Background: an optimization exercise with open tools, aiming at small area. Do not read the settings as production practice.
Only simulation tests tie the RTL to the original design; equivalence was not proved.
Power and IR drop assume default switching activity.

==> design.v <==
`timescale 1ns / 1ps
module counter_up(   
    input clock, reset,
    input [27:0] counterPeriod,
    output [27:0] countedUpTo
    );
    reg [27:0] countedUpTo_reg;
    always@(posedge clock) begin
        if ( !reset && !(counterPeriod == 28'd0 ) && ( countedUpTo_reg < ( counterPeriod - 1) ) )
            countedUpTo_reg <= countedUpTo_reg + 1;
        else
            countedUpTo_reg <= 0;
    end
 assign countedUpTo = countedUpTo_reg;
endmodule
`timescale 1ns / 1ps
module counterUp_32bit(  
    input clock, reset,
    input [31:0] counterPeriod,
    output [31:0] countedUpTo
    );
    reg [31:0] countedUpTo_reg;
    always@(posedge clock) begin
        if ( !reset && !(counterPeriod == 32'd0 ) && ( countedUpTo_reg < ( counterPeriod - 1) ) )
            countedUpTo_reg <= countedUpTo_reg + 1;
        else
            countedUpTo_reg <= 0;
    end
 assign countedUpTo = countedUpTo_reg;
endmodule
`timescale 1ns / 1ps
module signalSync(
    input clock,
    input reset,
    input asynchronous_signal,
    output rising_edge,
    output falling_edge
);
  reg [1:3] resync;
  reg fall, rise;
  always @(posedge clock)
  begin
    if (reset) begin
      fall <= 0;
      rise <= 0;
      resync <= 0;
    end
    else begin
      fall <= resync[3] & !resync[2];
      rise <= resync[2] & !resync[3];
      resync <= {asynchronous_signal , resync[1:2]};
    end
  end
  assign rising_edge = rise;
  assign falling_edge = fall;
endmodule
`timescale 1ns / 1ps
module sync_rebuiltSignal(
    input clock,
    input reset,
    input [3:0] sensors,
    output [3:0] rebuiltSignal
    );
    reg [3:0] rebuiltSignal_reg;
    wire [3:0] rising_edge_wire;
    wire [3:0] falling_edge_wire;
    genvar k;
    generate
        for (k = 0; k < 4; k = k + 1) begin : sync_reb
            signalSync sync_bit(
                .clock(clock),
                .reset(reset),
                .asynchronous_signal(sensors[k]),
                .rising_edge(rising_edge_wire[k]),
                .falling_edge(falling_edge_wire[k])  
            );
            always@(posedge clock) begin
                if (reset)
                    rebuiltSignal_reg[k] <= 0;
                else if (rising_edge_wire[k])
                    rebuiltSignal_reg[k] <= 1;
                else if (falling_edge_wire[k])
                    rebuiltSignal_reg[k] <= 0;
            end
        end
    endgenerate
    assign rebuiltSignal = rebuiltSignal_reg;
endmodule
`timescale 1ns / 1ps
module sensor_IP_v2(
    input clock,
    input reset,
    input [3:0]  IPsensFront_in,
    input [3:0]  IPsensBack_in,
    output [3:0] IPsensFront_out,
    output [3:0] IPsensBack_out
);
    reg [3:0] IPsensFront_reg;
    reg [3:0] IPsensBack_reg;
    wire [3:0] IPsensFront_synced_wire;
    wire [3:0] IPsensBack_synced_wire;
    always@(posedge clock) begin
        if (reset) begin
            IPsensFront_reg <= 4'b0000;
            IPsensBack_reg <= 4'b0000;
        end
        else begin
            IPsensFront_reg <= ~IPsensFront_in;
            IPsensBack_reg <= ~IPsensBack_in;
        end
    end
    sync_rebuiltSignal sycIP_front(
        .clock(clock),
        .reset(reset),
        .sensors(IPsensFront_reg),
        .rebuiltSignal(IPsensFront_synced_wire)
        );
    sync_rebuiltSignal sycIP_back(
        .clock(clock),
        .reset(reset),
        .sensors(IPsensBack_reg),
        .rebuiltSignal(IPsensBack_synced_wire)
        );
    assign IPsensFront_out = IPsensFront_synced_wire; 
    assign IPsensBack_out = IPsensBack_synced_wire;
endmodule
`timescale 1ns / 1ps
module sensorIR(
    input clock,
    input reset,
    input [1:0] IR_sensors,
    output reg IR_sensed
    );
    reg [1:0] rebuiltSignal_reg;
    wire [1:0] rising_edge_wire;
    wire [1:0] falling_edge_wire;
    signalSync sync_IR0(
            .clock(clock),
            .reset(reset),
            .asynchronous_signal(~IR_sensors[0]),
            .rising_edge(rising_edge_wire[0]),
            .falling_edge(falling_edge_wire[0])  
        );
     signalSync sync_IR1(
            .clock(clock),
            .reset(reset),
            .asynchronous_signal(~IR_sensors[1]),
            .rising_edge(rising_edge_wire[1]),
            .falling_edge(falling_edge_wire[1])  
        );
    always@(posedge clock) begin
            if (reset)
                rebuiltSignal_reg[0] <= 0;
            else if (rising_edge_wire[0])
                rebuiltSignal_reg[0] <= 1;
            else if (falling_edge_wire[0])
                rebuiltSignal_reg[0] <= 0;
    end
    always@(posedge clock) begin
            if (reset)
                rebuiltSignal_reg[1] <= 0;
            else if (rising_edge_wire[1])
                rebuiltSignal_reg[1] <= 1;
            else if (falling_edge_wire[1])
                rebuiltSignal_reg[1] <= 0;
    end
    always@(posedge clock) begin
        if (reset)
            IR_sensed <= 0;
        else if ( rebuiltSignal_reg != 2'b00 )
            IR_sensed <= 1;
        else
            IR_sensed <= 0;
    end
endmodule
`timescale 1ns / 1ps
module PWM_v3 #( parameter [27:0] PERIOD = 250
    )  
    (
        input clock,
        input reset,
        input [2:0] dutyCycle,
        output PWM_pulse
    );
     parameter HALF_PERIOD = PERIOD >> 1;  
     parameter QUARTER_PERIOD = PERIOD >> 2;  
     parameter HALF_QUARTER_PERIOD = PERIOD >> 3;  
     parameter PERC38_PERIOD = HALF_PERIOD - HALF_QUARTER_PERIOD; 
     parameter PERC62_PERIOD = HALF_PERIOD + HALF_QUARTER_PERIOD;  
     parameter PERC75_PERIOD = HALF_PERIOD + QUARTER_PERIOD;  
     parameter PERC88_PERIOD = PERC75_PERIOD + HALF_QUARTER_PERIOD;  
    reg [27:0] PWM_duty_reg;
    reg PWM_high_reg;
    wire [27:0]  countedUpTo_wire;
      always@(posedge clock)
      begin
          if (reset)
              PWM_duty_reg <= 28'd0;
          else
          case(dutyCycle)
              3'b000 : PWM_duty_reg <= 28'd0;             
              3'b001 : PWM_duty_reg <= QUARTER_PERIOD;    
              3'b010 : PWM_duty_reg <= PERC38_PERIOD;     
              3'b011 : PWM_duty_reg <= HALF_PERIOD;       
              3'b100 : PWM_duty_reg <= PERC62_PERIOD;     
              3'b101 : PWM_duty_reg <= PERC75_PERIOD;     
              3'b110 : PWM_duty_reg <= PERC88_PERIOD;      
              3'b111 : PWM_duty_reg <= PERIOD;            
              default : PWM_duty_reg <= 28'd0;
          endcase
      end
      always@(posedge clock) begin
          if (reset)
            PWM_high_reg <= 0;
          else if ( countedUpTo_wire > 0 && countedUpTo_wire < PWM_duty_reg ) begin
            PWM_high_reg <= 1;
          end
          else begin
            PWM_high_reg <= 0;
          end
      end
      counter_up PWM_counterUp1(   
          .clock(clock),
          .reset(reset),
          .counterPeriod(PERIOD),
          .countedUpTo(countedUpTo_wire)
          );
assign PWM_pulse = PWM_high_reg;
endmodule
`timescale 1ns / 1ps
module turn(
    input clock,
    input reset,
    input [1:0] isTurning_leftOrRight,
    input stopLongTurning,
    output [3:0] sendToH_Bridge_turn,
    output [3:0] sendToH_Bridge_turn_long,
    output isTurning_long_out
    );
    parameter TURN_RIGHT   =       4'b0101;
    parameter TURN_LEFT    =      4'b1010;
    reg [3:0] sendToH_Bridge_turn_reg;
    reg [3:0] sendToH_Bridge_turn_long_reg;
    wire [27:0] countedUpTo_wire;
    wire [27:0] countedUpTo2_wire;
    reg isturning_long_reg;
    always@(posedge clock) begin
        if (reset)
            sendToH_Bridge_turn_reg <= 4'b0000;
        else if ( countedUpTo_wire < (28'd5000) ) begin
            if (isTurning_leftOrRight[1]) begin
                    if ( ~isTurning_leftOrRight[0]) begin
                        sendToH_Bridge_turn_reg <= TURN_LEFT;
                    end
                    else begin
                        sendToH_Bridge_turn_reg <= TURN_RIGHT;
                    end
            end
        end
    end
   always@(posedge clock) begin
        if (reset) begin
            isturning_long_reg <= 0;
            sendToH_Bridge_turn_long_reg <= 4'b0000;
        end
        else if ( countedUpTo2_wire < (28'd10000) ) begin
            if (isTurning_leftOrRight[1]) begin
                    if ( ~isTurning_leftOrRight[0]) begin
                        sendToH_Bridge_turn_long_reg <= TURN_LEFT;
                    end
                    else begin
                        sendToH_Bridge_turn_long_reg <= TURN_RIGHT;
                    end
            end
            if (stopLongTurning)
                isturning_long_reg <= 0;
            else
                isturning_long_reg <= 1;
        end
    end
    counter_up counter_turn(   
        .clock(clock),
        .reset(reset),
        .counterPeriod(28'd5000),
        .countedUpTo(countedUpTo_wire)
    );
    counter_up counter_turn_long(   
         .clock(clock),
         .reset(reset),
         .counterPeriod(28'd20000),
         .countedUpTo(countedUpTo2_wire)
     );
    assign sendToH_Bridge_turn = sendToH_Bridge_turn_reg;
    assign sendToH_Bridge_turn_long = sendToH_Bridge_turn_long_reg;
    assign isTurning_long_out = isturning_long_reg;
endmodule
`timescale 1ns / 1ps
module stopping(
        input clock,
        input reset,
        input [3:0] present_INs,
        output stoppedAndWaitingForDetection  
    );
    reg waitingForAudioSignal_reg;
    wire [27:0] countedUpTo_wire;
    reg [3:0] isStopped;
    parameter COUNT_PERIOD_HALF_SEC = 28'd100000;
    parameter P_25_MILLI_SEC = COUNT_PERIOD_HALF_SEC >> 1;
    parameter P_12_MILLI_SEC = COUNT_PERIOD_HALF_SEC >> 2;
    parameter P_38_MILLI_SEC = P_12_MILLI_SEC + P_25_MILLI_SEC;  
    always@(posedge clock)begin  
        if (reset) begin
            isStopped <= 4'b0000;
            waitingForAudioSignal_reg <= 1'b0;
        end
        else begin
        if ( countedUpTo_wire > 0 && countedUpTo_wire < P_12_MILLI_SEC ) begin
            if ( present_INs == 4'b0000 )
                isStopped[0] <= 1;
            else
                isStopped[0] <= 0;
        end
        else if ( countedUpTo_wire > P_12_MILLI_SEC && countedUpTo_wire < P_25_MILLI_SEC ) begin
            if ( present_INs == 4'b0000 )
                isStopped[1] <= 1;
            else
                isStopped[1] <= 0;
        end
        else if ( countedUpTo_wire > P_25_MILLI_SEC && countedUpTo_wire < P_38_MILLI_SEC ) begin
            if ( present_INs == 4'b0000 )
                isStopped[2] <= 1;
            else
                isStopped[2] <= 0;
        end
        else if ( P_38_MILLI_SEC > P_25_MILLI_SEC && countedUpTo_wire < COUNT_PERIOD_HALF_SEC ) begin
            if ( present_INs == 4'b0000 )
                isStopped[3] <= 1;
            else
                isStopped[3] <= 0;
        end
        if ( isStopped == 4'b1111 )
            waitingForAudioSignal_reg <= 1'b1;
        else
            waitingForAudioSignal_reg <= 1'b0;
        end
    end
    counter_up stopCounter(   
        .clock(clock),
        .reset(reset),
        .counterPeriod(COUNT_PERIOD_HALF_SEC),
        .countedUpTo(countedUpTo_wire)
    );
    assign stoppedAndWaitingForDetection = waitingForAudioSignal_reg;
endmodule
`timescale 1ns / 1ps
module freqDetect(
    input clock,
    input reset,
    input micInput,
    input stoppedAndWaitingForDetection,
    input [7:0] IP_sensors,
    output [3:0] virtual_IPsensors,
    output isStoppedAndDetecting_out,
    output reverse
    );
    parameter PERIOD = 28'd5000;
    parameter PERIOD_PREVENTING_FAST_TOGGLING = 32'd25000;
    parameter HALF_PERIOD = PERIOD >> 1;
    parameter QUARTER_PERIOD = PERIOD >> 2;
    parameter T_2X_PERIOD = PERIOD << 1;
    parameter T_3X_PERIOD = PERIOD + T_2X_PERIOD;
    parameter T_4X_PERIOD = PERIOD << 2;
    reg [3:0] virtual_IPsensors_reg;
    reg isStoppedAndDetecting_out_reg;
    reg [27:0]  micHighs_0_reg;
    reg [27:0]  micHighs_1_reg;
    reg [27:0]  micHighs_2_reg;
    reg reverse_reg;
    wire [27:0] countedUpTo_wire;
    wire rising_edge_wire, falling_edge_wire;
    wire [31:0] countedUpTo_32bit_wire;
    signalSync sync_reb1(
        .clock(clock),
        .reset(reset),
        .asynchronous_signal(micInput),
        .rising_edge(rising_edge_wire),
        .falling_edge(falling_edge_wire)
    );
    always@(posedge clock) begin
        if (reset) begin
            virtual_IPsensors_reg <= 4'b0000;
            isStoppedAndDetecting_out_reg <= 1'b0;
            micHighs_0_reg <= 28'd0;
            micHighs_1_reg <= 28'd0;
            micHighs_2_reg <= 28'd0;
            reverse_reg <= 1'b0;
        end
        else if (~IP_sensors ) begin  
            if (stoppedAndWaitingForDetection) begin
                isStoppedAndDetecting_out_reg <= 1'b1;
                if ( (countedUpTo_wire > 25 ) && (countedUpTo_wire < PERIOD ) ) begin
                     if (rising_edge_wire)
                        micHighs_0_reg <= micHighs_0_reg + 1;
                     else
                        micHighs_0_reg <= micHighs_0_reg;
                end
                else if ( (countedUpTo_wire > PERIOD ) && (countedUpTo_wire < T_2X_PERIOD ) ) begin
                     if (rising_edge_wire)
                       micHighs_1_reg <= micHighs_1_reg + 1;
                     else
                       micHighs_1_reg <= micHighs_1_reg;
                end
                else if ( (countedUpTo_wire > T_2X_PERIOD ) && (countedUpTo_wire < T_3X_PERIOD  ) ) begin
                     if (rising_edge_wire)
                       micHighs_2_reg <= micHighs_2_reg + 1;
                     else
                       micHighs_2_reg <= micHighs_2_reg;
                end
                else if ( (countedUpTo_wire > T_3X_PERIOD ) && (countedUpTo_wire < (T_4X_PERIOD-200) ) ) begin
                    if ( ( micHighs_0_reg > 28'd45 && micHighs_0_reg < 28'd60 ) && ( micHighs_1_reg > 28'd45 && micHighs_1_reg < 28'd60)  && ( micHighs_2_reg > 28'd45 && micHighs_2_reg < 28'd60) )
                    begin
                        if (~reverse_reg)
                            virtual_IPsensors_reg <= 4'b0110;
                        else
                            virtual_IPsensors_reg <= 4'b1001;  
                    end
                    else if ( ( micHighs_0_reg > 28'd85 && micHighs_0_reg < 28'd120 ) && ( micHighs_1_reg > 28'd85 && micHighs_1_reg < 28'd120) && ( micHighs_2_reg > 28'd85 && micHighs_2_reg < 28'd120)  )
                    begin
                        if (~reverse_reg)
                            virtual_IPsensors_reg <= 4'b1000;
                        else
                            virtual_IPsensors_reg <= 4'b0001;  
                    end
                    else if ( ( micHighs_0_reg > 28'd180 && micHighs_0_reg < 28'd220 ) && ( micHighs_1_reg > 28'd180 && micHighs_1_reg < 28'd220) && ( micHighs_2_reg > 28'd180 && micHighs_2_reg < 28'd220)  )
                    begin
                        if (~reverse_reg)
                            virtual_IPsensors_reg <= 4'b0001;
                        else
                            virtual_IPsensors_reg <= 4'b1000;  
                   end
                   else if ( ( micHighs_0_reg > 28'd280 && micHighs_0_reg < 28'd320 ) && ( micHighs_1_reg > 28'd280 && micHighs_1_reg < 28'd320) && ( micHighs_2_reg > 28'd280 && micHighs_2_reg < 28'd320)  )
                   begin
                        if ( countedUpTo_32bit_wire > 32'd1 && countedUpTo_32bit_wire < 32'd3  ) begin
                             if (~reverse_reg) begin
                                reverse_reg <= 1;
                                virtual_IPsensors_reg <= IP_sensors[7:4];
                            end
                            else begin
                                reverse_reg <= 0;
                                virtual_IPsensors_reg <= IP_sensors[3:0];
                            end
                        end
                        else begin
                            virtual_IPsensors_reg <= virtual_IPsensors_reg;
                            reverse_reg <= reverse_reg;
                        end
                    end
                    else begin  
                        if (~reverse_reg)
                            virtual_IPsensors_reg <= IP_sensors[3:0];
                        else
                            virtual_IPsensors_reg <= IP_sensors[7:4];
                    end
                end
                else if (  (countedUpTo_wire > (T_4X_PERIOD-199) ) && ( countedUpTo_wire < T_4X_PERIOD-100 ) ) begin
                    micHighs_0_reg <= 28'd0;
                    micHighs_1_reg <= 28'd0;
                    micHighs_2_reg <= 28'd0;
                end
            end
            else begin
                isStoppedAndDetecting_out_reg <= 1'b0;
            end
        end
    end
    counter_up counter_freqDetect(   
        .clock(clock),
        .reset(reset),
        .counterPeriod(T_4X_PERIOD),
        .countedUpTo(countedUpTo_wire)
    );
    counterUp_32bit counter_32bit_freqDetect2(   
            .clock(clock),
            .reset(reset),
            .counterPeriod(PERIOD_PREVENTING_FAST_TOGGLING),
            .countedUpTo(countedUpTo_32bit_wire)
        );
    assign virtual_IPsensors = virtual_IPsensors_reg;
   assign isStoppedAndDetecting_out = isStoppedAndDetecting_out_reg;
   assign reverse = reverse_reg;
endmodule
`timescale 1ns / 1ps
module currentSensing(
    input clock,
    input reset,
    input [1:0] currentSensA_B,
    input isTurning,
    output currentOverload
    );
    parameter [27:0] TENTH_of_PERIOD = 28'd500;
    parameter [27:0] PERIOD = ( TENTH_of_PERIOD << 3 ) + ( TENTH_of_PERIOD << 1);
    parameter [27:0] T_2X_PERIOD = PERIOD << 1;
    reg max_current_period_reg;
    wire [1:0] rising_edge_wire;
    wire [1:0] falling_edge_wire;
    reg [1:0] rebuild_Sense;
    reg [27:0] counter_currentOverlo_reg_0_0;
    reg [27:0] counter_currentOverlo_reg_0_1;
    reg currentOverloadOut;
    wire [27:0] countedUpTo_wire;
    signalSync sync_currentOver0(
        .clock(clock),
        .reset(reset),
        .asynchronous_signal(currentSensA_B[0]),
        .rising_edge(rising_edge_wire[0]),
        .falling_edge(falling_edge_wire[0])
    );
    signalSync sync_currentOver1(
        .clock(clock),
        .reset(reset),
        .asynchronous_signal(currentSensA_B[1]),
        .rising_edge(rising_edge_wire[1]),
        .falling_edge(falling_edge_wire[1])
    );
    always@(posedge clock) begin
        if (reset)
            rebuild_Sense <= 2'b00;
        else begin
        if (rising_edge_wire[0])
            rebuild_Sense[0] <= 1;
        else if (falling_edge_wire[0])
            rebuild_Sense[0] <= 0;
        else
            rebuild_Sense[0] <= rebuild_Sense[0];
        if (rising_edge_wire[1])
            rebuild_Sense[1] <= 1;
        else if (falling_edge_wire[0])
            rebuild_Sense[1] <= 0;
        else
            rebuild_Sense[1] <= rebuild_Sense[1];
        end
    end
    always@(posedge clock) begin
        if (reset) begin
            counter_currentOverlo_reg_0_0 <= 0;
            counter_currentOverlo_reg_0_1 <= 0;
            max_current_period_reg <= 0;
            currentOverloadOut <= 0;
        end
        else if ( (countedUpTo_wire > 25 ) && (countedUpTo_wire < PERIOD ) ) begin
            if (rebuild_Sense[0])
                counter_currentOverlo_reg_0_0 <= counter_currentOverlo_reg_0_0 + 1;
            else begin
                counter_currentOverlo_reg_0_0 <= counter_currentOverlo_reg_0_0;
            end
            if (rebuild_Sense[1])
                counter_currentOverlo_reg_0_1 <= counter_currentOverlo_reg_0_1 + 1;
            else begin
                counter_currentOverlo_reg_0_1 <= counter_currentOverlo_reg_0_1;
            end
        end
        else if ( (countedUpTo_wire > PERIOD ) && (countedUpTo_wire < (T_2X_PERIOD-500) ) ) begin
                 if (isTurning)
                    max_current_period_reg <= 1'b0;      
                else
                    max_current_period_reg <= 1'b0;      
            if ( ( counter_currentOverlo_reg_0_0 > {27'd0, max_current_period_reg}
                   || counter_currentOverlo_reg_0_1 > {27'd0, max_current_period_reg} ) )begin
                currentOverloadOut <= 1'b1;
            end
            else
                currentOverloadOut <= 1'b0;
        end
        else if (  (countedUpTo_wire > (T_2X_PERIOD-499) ) && ( countedUpTo_wire < T_2X_PERIOD ) ) begin
            counter_currentOverlo_reg_0_0 <= 0;
            counter_currentOverlo_reg_0_1 <= 0;
        end
    end
    counter_up currentSens_counterUp(   
        .clock(clock),
        .reset(reset),
        .counterPeriod(T_2X_PERIOD),
        .countedUpTo(countedUpTo_wire)
    );
    assign currentOverload = currentOverloadOut;
endmodule
`timescale 1ns / 1ps
module decisionMaking_v2(
    input clock,
    input reset,
    input [7:0] IPsensors,  
    input IR_sensors, mic,
    input [3:0] previousH_Bridge_INs,
    input [5:0] previousSpeeds,
    input [3:0] previous_movDirec_isTurning_leftRight_fromHBridge,
    output [3:0] sendToH_Bridge_INs,
    output [3:0] movDirec_isTurning_leftRight,
    output [5:0] previousSpeedToH_Bridge,  
    output [6:0] LED_debug
    );
    parameter INTERTIAL_STOP  =   4'b0000;
    parameter HARD_STOP    =      4'b1111;
    parameter REVERSE =           4'b0110;
    parameter FORWARD   =         4'b1001;
    reg [3:0] movDirec_isTurning_leftRight_reg;
    parameter MOVING_FORWARD = 4'b1100;
    parameter TURNING_LEFT = 4'b1110;
    parameter TURNING_RIGHT = 4'b1111;
    parameter STOPPING  =   4'b0100;  
    parameter WEIRD_COMBINATIONS  =   4'b1001;  
    parameter MOVING_REVERSE = 4'b1000;
    parameter TURNING_LEFT_REVERSE = 4'b1011;
    parameter TURNING_RIGHT_REVERSE = 4'b1010;
    reg [3:0] IPsensors_reg;
    reg [5:0] previousSpeeds_reg;
    reg [3:0] sendToH_BridgeINs_reg;
    reg [5:4] LED_debug_reg;
    reg stoppedAndWaitingForDetection_reg;
    reg reverse_wire_reg;
    reg IR_sensed;
    reg turning_long_reg;
    reg stopLongTurning_reg;
    wire [3:0] sendToH_BridgeINs_reg_turning_wire;
    wire [3:0] sendToH_Bridge_turn_long_wire;
    wire stoppedAndWaitingForDetection_wire;
    wire isStoppedAndDetecting_wire;
    wire [3:0] virtual_IPsensors_wire;
    wire reverse_wire;
    wire isTurning_long_out_wire;
    wire [3:0] IPsensors_cur = (isStoppedAndDetecting_wire && (IPsensors_reg != 4'b1111)) ?
                               virtual_IPsensors_wire : IPsensors_reg;
    always@(posedge clock) begin
      if (reset) begin
        IR_sensed <= 0;
        turning_long_reg <= 0;
        stoppedAndWaitingForDetection_reg <= 0;
        IPsensors_reg <= 4'b0000;
        reverse_wire_reg <= 0;
        movDirec_isTurning_leftRight_reg <= 4'b0000;
        sendToH_BridgeINs_reg <= 4'b0000;
        stopLongTurning_reg <= 0;
        LED_debug_reg <= 2'b00;
        previousSpeeds_reg <= 6'b000000;
      end
      else begin
        if (IR_sensors)
            IR_sensed <= 1;
        else
            IR_sensed <= 0;
        if (stoppedAndWaitingForDetection_wire)
            stoppedAndWaitingForDetection_reg <= 1'b1;
         else
            stoppedAndWaitingForDetection_reg <= 1'b0;
        if (~reverse_wire) begin
            IPsensors_reg <= IPsensors[3:0];
            reverse_wire_reg <= 0;
        end
        else begin
            reverse_wire_reg <= 1;
            IPsensors_reg <= IPsensors[7:4];
        end
     if(~isTurning_long_out_wire)
        turning_long_reg <=1;
     else
        turning_long_reg <=0;
        if(~turning_long_reg) begin
            if (~IR_sensed) begin
                case(IPsensors_cur)  
                    4'b0000 : begin
                            movDirec_isTurning_leftRight_reg <= STOPPING;
                            sendToH_BridgeINs_reg <= INTERTIAL_STOP;
                    end
                    4'b0110 : begin
                        if(reverse_wire_reg) begin
                            movDirec_isTurning_leftRight_reg <= MOVING_REVERSE;  
                            sendToH_BridgeINs_reg <= REVERSE;  
                        end
                        else begin
                            movDirec_isTurning_leftRight_reg <= MOVING_FORWARD;
                            sendToH_BridgeINs_reg <= FORWARD;  
                        end
                    end
                    4'b0010 : begin
                        if(reverse_wire_reg) begin
                            movDirec_isTurning_leftRight_reg <= TURNING_RIGHT_REVERSE;
                            sendToH_BridgeINs_reg <= sendToH_BridgeINs_reg_turning_wire;  
                        end
                        else begin
                            movDirec_isTurning_leftRight_reg <= TURNING_RIGHT;
                            sendToH_BridgeINs_reg <= sendToH_BridgeINs_reg_turning_wire;  
                        end
                    end
                    4'b0001,
                    4'b0011,
                    4'b0111,
                    4'b0101,
                    4'b1011 : begin  
                        if(reverse_wire_reg) begin
                            movDirec_isTurning_leftRight_reg <= TURNING_RIGHT_REVERSE;
                            sendToH_BridgeINs_reg <= sendToH_Bridge_turn_long_wire;  
                        end
                        else begin
                            movDirec_isTurning_leftRight_reg <= TURNING_RIGHT;
                            sendToH_BridgeINs_reg <= sendToH_Bridge_turn_long_wire;  
                        end
                    end
                    4'b0100 : begin
                        if(reverse_wire_reg) begin
                            movDirec_isTurning_leftRight_reg <= TURNING_LEFT_REVERSE;
                            sendToH_BridgeINs_reg <= sendToH_BridgeINs_reg_turning_wire;
                        end
                        else begin
                            movDirec_isTurning_leftRight_reg <= TURNING_LEFT;
                            sendToH_BridgeINs_reg <= sendToH_BridgeINs_reg_turning_wire;
                        end
                    end
                    4'b1001 : begin
                        if(reverse_wire_reg) begin
                            movDirec_isTurning_leftRight_reg <= MOVING_REVERSE;
                            sendToH_BridgeINs_reg <= REVERSE;
                        end
                        else begin
                            movDirec_isTurning_leftRight_reg <= MOVING_FORWARD;
                            sendToH_BridgeINs_reg <= FORWARD;
                        end
                    end
                    4'b1000,
                    4'b1100,
                    4'b1110,
                    4'b1101,
                    4'b1010 : begin  
                        if(reverse_wire_reg) begin
                            movDirec_isTurning_leftRight_reg <= TURNING_LEFT_REVERSE;
                            sendToH_BridgeINs_reg <= sendToH_Bridge_turn_long_wire;
                        end
                        else begin
                            movDirec_isTurning_leftRight_reg <= TURNING_LEFT;
                            sendToH_BridgeINs_reg <= sendToH_Bridge_turn_long_wire;
                        end
                    end
                    default  : begin  
                        movDirec_isTurning_leftRight_reg <= WEIRD_COMBINATIONS;
                        sendToH_BridgeINs_reg <= previousH_Bridge_INs;
                    end
                endcase
            end  
            else begin  
                sendToH_BridgeINs_reg <= HARD_STOP;
            end
        end
        else begin
          stopLongTurning_reg <= 0;
                      case(previous_movDirec_isTurning_leftRight_fromHBridge)
                          4'b1010,
                          4'b1111 : begin  
                              if(reverse_wire_reg) begin
                                      movDirec_isTurning_leftRight_reg <= TURNING_RIGHT_REVERSE;
                                      sendToH_BridgeINs_reg <= sendToH_Bridge_turn_long_wire;
                              end
                              else begin
                                      movDirec_isTurning_leftRight_reg <= TURNING_RIGHT;
                                      sendToH_BridgeINs_reg <= sendToH_Bridge_turn_long_wire;
                              end
                          end
                          4'b1110,  
                          4'b1011 : begin  
                              if(reverse_wire_reg) begin
                                      movDirec_isTurning_leftRight_reg <= TURNING_LEFT_REVERSE;
                                      sendToH_BridgeINs_reg <= sendToH_Bridge_turn_long_wire;
                              end
                              else begin
                                      movDirec_isTurning_leftRight_reg <= TURNING_LEFT;
                                      sendToH_BridgeINs_reg <= sendToH_Bridge_turn_long_wire;
                              end
                          end
                          default : begin
                             movDirec_isTurning_leftRight_reg <= previous_movDirec_isTurning_leftRight_fromHBridge;
                             sendToH_BridgeINs_reg <= previousH_Bridge_INs;
                          end
                      endcase
        end
        LED_debug_reg[4] <= stoppedAndWaitingForDetection_reg;
        LED_debug_reg[5] <= isStoppedAndDetecting_wire;
        previousSpeeds_reg <= previousSpeeds;  
      end
    end  
    turn turn_movFrwrd(
        .clock(clock),
        .reset(reset),
        .isTurning_leftOrRight(movDirec_isTurning_leftRight_reg[1:0]), 
        .stopLongTurning(stopLongTurning_reg),
        .sendToH_Bridge_turn(sendToH_BridgeINs_reg_turning_wire),
        .sendToH_Bridge_turn_long(sendToH_Bridge_turn_long_wire),
        .isTurning_long_out(isTurning_long_out_wire)
    );
    stopping stopping_inst(
        .clock(clock),
        .reset(reset),
        .present_INs(IPsensors_reg),
        .stoppedAndWaitingForDetection(stoppedAndWaitingForDetection_wire)  
    );
    freqDetect freqDetect_inst(
        .clock(clock),
        .reset(reset),
        .micInput(mic),
        .stoppedAndWaitingForDetection(stoppedAndWaitingForDetection_wire),
        .IP_sensors({4'b0000, IPsensors_reg}),
        .virtual_IPsensors(virtual_IPsensors_wire),
        .isStoppedAndDetecting_out(isStoppedAndDetecting_wire),
        .reverse(reverse_wire)
    );
    assign sendToH_Bridge_INs = sendToH_BridgeINs_reg;
    assign movDirec_isTurning_leftRight = movDirec_isTurning_leftRight_reg;
    assign previousSpeedToH_Bridge = previousSpeeds_reg;
    assign LED_debug[5:4] = LED_debug_reg[5:4];
    assign LED_debug[3:0] = virtual_IPsensors_wire;
    assign LED_debug[6] = reverse_wire;
endmodule
`timescale 1ns / 1ps
module H_Bridge_v3(
    input clock,
    input reset,
    input [1:0] currentSensing_in,
    input [3:0] INs_from_decisionMakin,
    input [2:0] forwardSpeed,
    input [5:0] turningSpeeds,
    input [3:0] movDirec_isTurning_leftRight,
    input [5:0] previousSpeedFromDecisionMaking,
    output [5:0] previousSpeedToDecisionMakin,
    output enA, enB, in1, in2, in3, in4,
    output LED_currentSense_debug,
    output[3:0]  previous_movDirec_isTurning_leftRight_toDecMak
    );
    parameter [27:0] UPDATE_PERIOD = 28'd20;  
    reg [3:0] INs_from_decisionMakin_reg;
    reg [3:0] movDirec_isTurning_leftRight_reg;
    reg [5:0] motorSpeeds_reg;
    reg currentSensing_reg;
    wire currentSensing_wire;
    wire [27:0] updateCount_wire;
    wire update_tick = (updateCount_wire == 28'd1);
    always@(posedge clock) begin
      if (reset) begin
        currentSensing_reg <= 0;
        motorSpeeds_reg <= 6'b000000;
        INs_from_decisionMakin_reg <= 4'b0000;
        movDirec_isTurning_leftRight_reg <= 4'b0000;
      end
      else if (update_tick) begin
        currentSensing_reg <= currentSensing_wire;
        movDirec_isTurning_leftRight_reg <= movDirec_isTurning_leftRight;
        if (currentSensing_reg) begin
            motorSpeeds_reg <= 6'b000000;
            INs_from_decisionMakin_reg <= 4'b0000;
        end
        else begin
            INs_from_decisionMakin_reg <= INs_from_decisionMakin;
                  case(movDirec_isTurning_leftRight)
                    4'b1110 : begin  
                        motorSpeeds_reg <= {turningSpeeds[2:0], turningSpeeds[5:3]};
                    end
                    4'b1111 : begin  
                        motorSpeeds_reg <= turningSpeeds;
                    end
                    4'b0000,
                    4'b0001,
                    4'b0010,
                    4'b0011,
                    4'b0100,  
                    4'b0101,
                    4'b0110,
                    4'b0111 : begin  
                        motorSpeeds_reg <= 6'b000000;
                    end
                    4'b1100,
                    4'b1101 : begin  
                        motorSpeeds_reg <= {forwardSpeed,forwardSpeed};
                    end
                    4'b1000 : begin  
                        motorSpeeds_reg <= {forwardSpeed,forwardSpeed};
                    end
                    4'b1001 : begin  
                        motorSpeeds_reg <= previousSpeedFromDecisionMaking;
                    end
                    4'b1011 : begin  
                        motorSpeeds_reg <= {turningSpeeds[2:0], turningSpeeds[5:3]};
                    end
                    default : begin  
                        motorSpeeds_reg <= turningSpeeds;
                    end
                  endcase
        end
      end
    end
    PWM_v3 #(.PERIOD(28'd250)) pwmH_Bridge1(
        .clock(clock),
        .reset(reset),
        .dutyCycle(motorSpeeds_reg[2:0]),
        .PWM_pulse(enA)
     );
     PWM_v3 #(.PERIOD(28'd62)) pwmH_Bridge2(
        .clock(clock),
        .reset(reset),
        .dutyCycle(motorSpeeds_reg[5:3]),
        .PWM_pulse(enB)
      );
    counter_up updateCounter(
        .clock(clock),
        .reset(reset),
        .counterPeriod(UPDATE_PERIOD),
        .countedUpTo(updateCount_wire)
    );
    currentSensing currentSense(
        .clock(clock),
        .reset(reset),
        .currentSensA_B(~currentSensing_in),
        .isTurning(movDirec_isTurning_leftRight[1]),
        .currentOverload(currentSensing_wire)
     );
      assign {in4,in3,in2,in1} = INs_from_decisionMakin_reg;
      assign previousSpeedToDecisionMakin = motorSpeeds_reg;
      assign LED_currentSense_debug = currentSensing_reg;
      assign previous_movDirec_isTurning_leftRight_toDecMak = movDirec_isTurning_leftRight_reg;
endmodule
`timescale 1ns / 1ps
module basysConnections(
    input clock,
    input reset,
    input [15:0] SW,
    input JC4,JC3,JC2,JC1,    
    input JC10,JC9,JC8,JC7,  
    input JB7, JB8,
    input JB1, 
    input JB3, JB4,  
    output JA8,JA7, 
    output JA4,JA3,JA2,JA1,  
    output [7:0] LED  
    );
    wire [3:0] IPsensFront_out_wire;
    wire [3:0] IPsensBack_out_wire;
    wire [3:0] sendToH_BridgeINs_wire;
    wire [5:0] previousSpeedFromDecisionMaking_wire;
    wire [5:0] previousSpeedToDecisionMakinFromH_Bridge_wire;
    wire [3:0] movDirec_isTurning_leftRight_wire;
    wire [3:0] previous_movDirec_isTurning_leftRight_toDecMak_wire;
    wire IR_sensed_wire;
    sensor_IP_v2 sensor_IP_v2(
        .clock(clock),
        .reset(reset),
        .IPsensFront_in({JC1,JC2,JC3,JC4}),
        .IPsensBack_in({JC10,JC9,JC8,JC7}),
        .IPsensFront_out(IPsensFront_out_wire),
        .IPsensBack_out(IPsensBack_out_wire)
    );
    sensorIR sensorIR(
        .clock(clock),
        .reset(reset),
        .IR_sensors({JB8,JB7}),
        .IR_sensed(IR_sensed_wire)
    );
    decisionMaking_v2 decisionMaking_v2(
        .clock(clock),
        .reset(reset),
        .IPsensors({IPsensBack_out_wire,IPsensFront_out_wire}),  
        .IR_sensors(IR_sensed_wire),
        .mic(JB1),
        .previousH_Bridge_INs({JA4,JA3,JA2,JA1}),
        .previousSpeeds(previousSpeedToDecisionMakinFromH_Bridge_wire),
        .previous_movDirec_isTurning_leftRight_fromHBridge(previous_movDirec_isTurning_leftRight_toDecMak_wire),
        .sendToH_Bridge_INs(sendToH_BridgeINs_wire),
        .movDirec_isTurning_leftRight(movDirec_isTurning_leftRight_wire),
        .previousSpeedToH_Bridge(previousSpeedFromDecisionMaking_wire),
        .LED_debug({LED[7],LED[5:0]})
    );
    H_Bridge_v3 H_Bridge_v3(
       .clock(clock),
       .reset(reset),
       .currentSensing_in({JB4, JB3}),
       .INs_from_decisionMakin(sendToH_BridgeINs_wire),
       .forwardSpeed(SW[2:0]), 
       .turningSpeeds({SW[8:6],SW[5:3]}),
       .movDirec_isTurning_leftRight(movDirec_isTurning_leftRight_wire),
       .previousSpeedFromDecisionMaking(previousSpeedFromDecisionMaking_wire),
       .previousSpeedToDecisionMakin(previousSpeedToDecisionMakinFromH_Bridge_wire),
       .enA(JA7),
       .enB(JA8),
       .in1(JA1),
       .in2(JA2),
       .in3(JA3),
       .in4(JA4),
       .LED_currentSense_debug(LED[6]),
       .previous_movDirec_isTurning_leftRight_toDecMak(previous_movDirec_isTurning_leftRight_toDecMak_wire)
     );
endmodule
==> run.sh <==
#!/bin/bash
# synth_recipe.tcl (not shown) runs the flow's synth.tcl, then flattens the netlist and writes it again
# the make line also repeats each setting of config.mk as NAME=value (left out here)
make -C /OpenROAD-flow-scripts/flow DESIGN_CONFIG=/design/flow/config.mk WORK_HOME=/design/flow/orfs CLKGATE_MAP_FILE= SYNTH_SCRIPT=/design/flow/synth_recipe.tcl finish
==> config.mk <==
export PLATFORM = sky130hd
export DESIGN_NAME = basysConnections
export DESIGN_NICKNAME = basysConnections
export VERILOG_FILES = /design/flow/design.v
export SDC_FILE = /design/flow/constraint.sdc
export NUM_CORES = 4
export LEC_CHECK = 0
export CAP_MARGIN = 20
export CORE_MARGIN = 2
export CORE_UTILIZATION = 40
export SLEW_MARGIN = 20
==> constraint.sdc <==
create_clock -name core_clock -period 10.0 [get_ports {clock}]
set_input_delay 2.0000 -clock core_clock [delete_from_list [all_inputs] [get_ports {clock}]]
set_output_delay 2.0000 -clock core_clock [all_outputs]
set_load 0.01 [all_outputs]
==> impl_metrics.yaml <==
status:
  status: "timing/DRC/antenna clean"
layout:
  finalInstanceArea_um2: 25090
  multiInputGateArea_um2: 10690
  fin_nets: 2633
  ff_latch_area_um2: 10890
  drive_gt1_share_pct: 5.324
  nFillCells: 5123
  diodes: 0
  syn_to_final_growth_pct: 14.82
yosys:
  synth-seq-cells: 544
  synth_seq_area_share_pct: 49.83
  synth_ff_type: "dfxtp_1"
  yosysWarnings: 14
  ys_types: 83
  syn_area_per_cell_um2: 9.088
  syn_inst: 2405
  synth_edf_count: 0
  postSynth.asyncResetShare_pct: 0
  syn-cell-area_um2: 21860
setup_path:
  r2r_setup_slack_ns: 6.40
  cp-startpoint: "decisionMaking_v2.freqDetect_inst.reverse_reg"
  r2r_cells: 8
  cp-start-kind: "register"
  crit_type: "reg -> out"
  crit_fanout: 12
  crit_path_end_kind: "primary output"
  critPathMaxStageDelay_ns: 0.74
  critPathRequiredTime_ns: 8.00
  path_cells: "clkdlybuf4s50_1"
  cp.arrival_ns: 2.08
  critPathTopFamily: "buffers and inverters"
  worst-path-buf-inv: 1
  slowest_stage: "clkdlybuf4s50_1"
power:
  irDropWorstVdd_mv: 0.1362
  clockPowerShare_pct: 47.0
  switching_share_pct: 21.15
  power.leakage_nw: 9.153
  power_frac_comb_pct: 1.4
  p_seq_share_pct: 51.6
  internal_power_w: 0.003401
  power_w: 0.004313
  p_sw_w: 0.0009124
  p_per_area_nw_per_um2: 171.9
drt:
  vias_per_cell: 5.030
  first_pass_iters: 7
  postRouteAntennaNets: 0
  drc: 0
  initialDrtViolationCount: 924
  num_vias: 16540
  routed_wirelength_mm: 43.24
  wire_per_inst_um: 13.15
min_path:
  min_delay_path_depth: 1
  whs_endpoint: "decisionMaking_v2.freqDetect_inst.sync_reb1.rise"
  min_path_type: "reg -> reg"
clock_tree:
  post_cts_buffers: 0
  cts_buffers: 56
  hold_buffers: 0
  cts_resized: 0
  path_clk_slew_ns: 0.06
  insertion_delay_ns: 0.61
  cts_tree: "yes"
  h-tree-depth: 2
  clock_path_buffers: 3
  cts.sinks: 544
  cts_root_buffer: "clkbuf_16"
sta:
  tightestPinTransition_ns: 1.019
  setup_viol: 0
  rsz0062_at_grt: "no"
  slew_headroom_pct: 31.17
  period_share_pct: 40.79
  hold_viol: 0
  finClkSkew_ns: 0.01809
  setup_tns_ns: 0
  min_period_ns: 4.079
  fmax_mhz: 245.2
  slew_viol_final: 0
global_route:
  grt_pass1_vias: 15780
  grt_pass1_wl_mm: 73.78
  grt_use_total_pct: 15.34
  overflow: 0
  grt_antenna_before_repair: 0
  grt_max_degree: 91
placed_design:
  io_buffers: 37
  place_area_um2: 23270
  post-dp-hpwl_mm: 29.56
  gp_congestion: 0.8773
floorplanning:
  row_count: 85
  die_h_um: 237.8
  die_x_um: 237.8
  start_util_pct: 40.53
  die-area_um2: 56530
  ios: 45
  core_area_um2: 53920
job:
  drv_cap: 0
cells in the mapped netlist, drive strengths merged (31+ instances only):
cell / count / share of area, %
nand4: 57 / 1.6
nand2: 156 / 2.7
ha: 52 / 3.0
nor4: 104 / 3.3
nand3: 129 / 3.0
nor2: 347 / 6.0
clkbuf: 77 / 1.3
xnor2: 98 / 3.9
and3: 31 / 0.89
o21ai: 67 / 1.5
nor3: 58 / 1.3
a21oi: 88 / 2.0
dfxtp: 544 / 50
nor2b: 60 / 1.7
xor2: 93 / 3.7
inv: 106 / 1.8
routing by layer:
metal / global-route usage, % / share of wire (%) / routed length, µm
met5: 0 / 0 / 0
met4: 5.336 / 2.6 / 1141
met3: 2.787 / 4.2 / 1808
met2: 25.62 / 46 / 19950
met1: 19.88 / 47 / 20340
final cells by class:
type                       count  share of cell area [%]
clock inverter                25                  0.9673
tap                          696                   3.470
clock buffer                  75                   6.307
sequential                   544                   43.40
timing repair buffer          44                   1.675
inverter                     106                   1.586
multi-input combinational   1798                   42.60
worst max-delay path by stage:
stage                                                              to  slack, ns  depth (start not counted)
final                                                          LED[7]       5.92                          1
after global routing                                           LED[7]       5.86                          1
after CTS                                                      LED[7]       5.88                          1
after detailed placement                                     register       5.58                          6
after global placement                                       register       5.67                          6
after floorplan           H_Bridge_v3.currentSense.currentOverloadOut       6.66                          5
stage by stage:
step | hold WS, ns | cells | utilization, % | worst slack (ns)
2_1_floorplan | 0.3674 | 2551 | - | 6.662
3_3_place_gp | 0.3741 | 3188 | 43.15 | 5.667
3_5_place_dp | 0.3778 | 3188 | 43.15 | 5.583
4_1_cts | 0.3800 | 3288 | 46.54 | 5.883
5_1_grt | 0.4015 | 3288 | 46.54 | 5.864
6_report | 0.3773 | 3288 | 46.54 | 5.921
cells by family (layout without fill, tap and decap cells):
group,Yosys count,after routing,synth area share [%]
xor gates and xnor gates,191,191,7.654
adders and majority gates,52,52,2.977
other,1,147,0.01716
DFF,544,544,49.83
muxes,35,35,1.632
AOI/OAI and AO/OA,270,270,8.015
and+or+nand+nor,1103,1103,26.10
buffers and inverters,209,250,3.773
layout by cell type, fill, tap and decap left out, types with 60 or more instances in the layout:
master   synthesis  final
nor2b_1         60     60
xnor2_1         98     98
conb_1           1    147
nand2_1        156    156
o21ai_0         65     65
nor4_1          97     97
xor2_1          93     93
a21oi_1         87     87
dfxtp_1        544    544
nand3_1        128    128
inv_1          106    106
nor2_1         347    347
worst register-to-register path: stages, from the launching register on:
cell and delay [ns]:
dfxtp_1 0.30, nor4_1 0.34, nand4_1 0.32, a2111oi_0 0.70, a22oi_1 0.36, nand4b_1 0.59
or2_1 0.45, or3_1 0.33, a21oi_1 0.15
power by group through the flow:
stage / logic (W) / registers (W) / clock network (W)
2_1_floorplan: 0.0000398 / 0.00227 / 0
3_3_place_gp: 0.0000586 / 0.00227 / 0
3_5_place_dp: 0.0000598 / 0.00227 / 0
4_1_cts: 0.0000600 / 0.00223 / 0.00209
5_1_grt: 0.0000692 / 0.00223 / 0.00219
6_report: 0.0000602 / 0.00223 / 0.00203

[what the ideal ports hide]
No port has a modelled driver above. Below, the same layout with a new extraction and two added sets of constraints.
Step 1: set_driving_cell puts a clkbuf_16 on clock and a buf_2 on each other input, an assumption about the parent block.
Step 2 times the ports against the registers' clock, not the clock port: input delays grow and output delays shrink by t, the midpoint of the rising clock arrivals with the driver on.
Three values: no drivers, after step 1, after step 2; two values: the first two.
t (ns): 0.657
setup WS [ns]: 5.921 / 5.866 / 5.656
latest minus earliest clock arrival (ns): 0.024 / 0.025
worst register clock-pin slew, ns: 0.06 / 0.06
cell pins on the clock port's net: 1
After both steps this run still meets setup and hold. For this run, drivers alone change the setup slack by -0.055 ns; drivers and shift together by -0.265 ns.
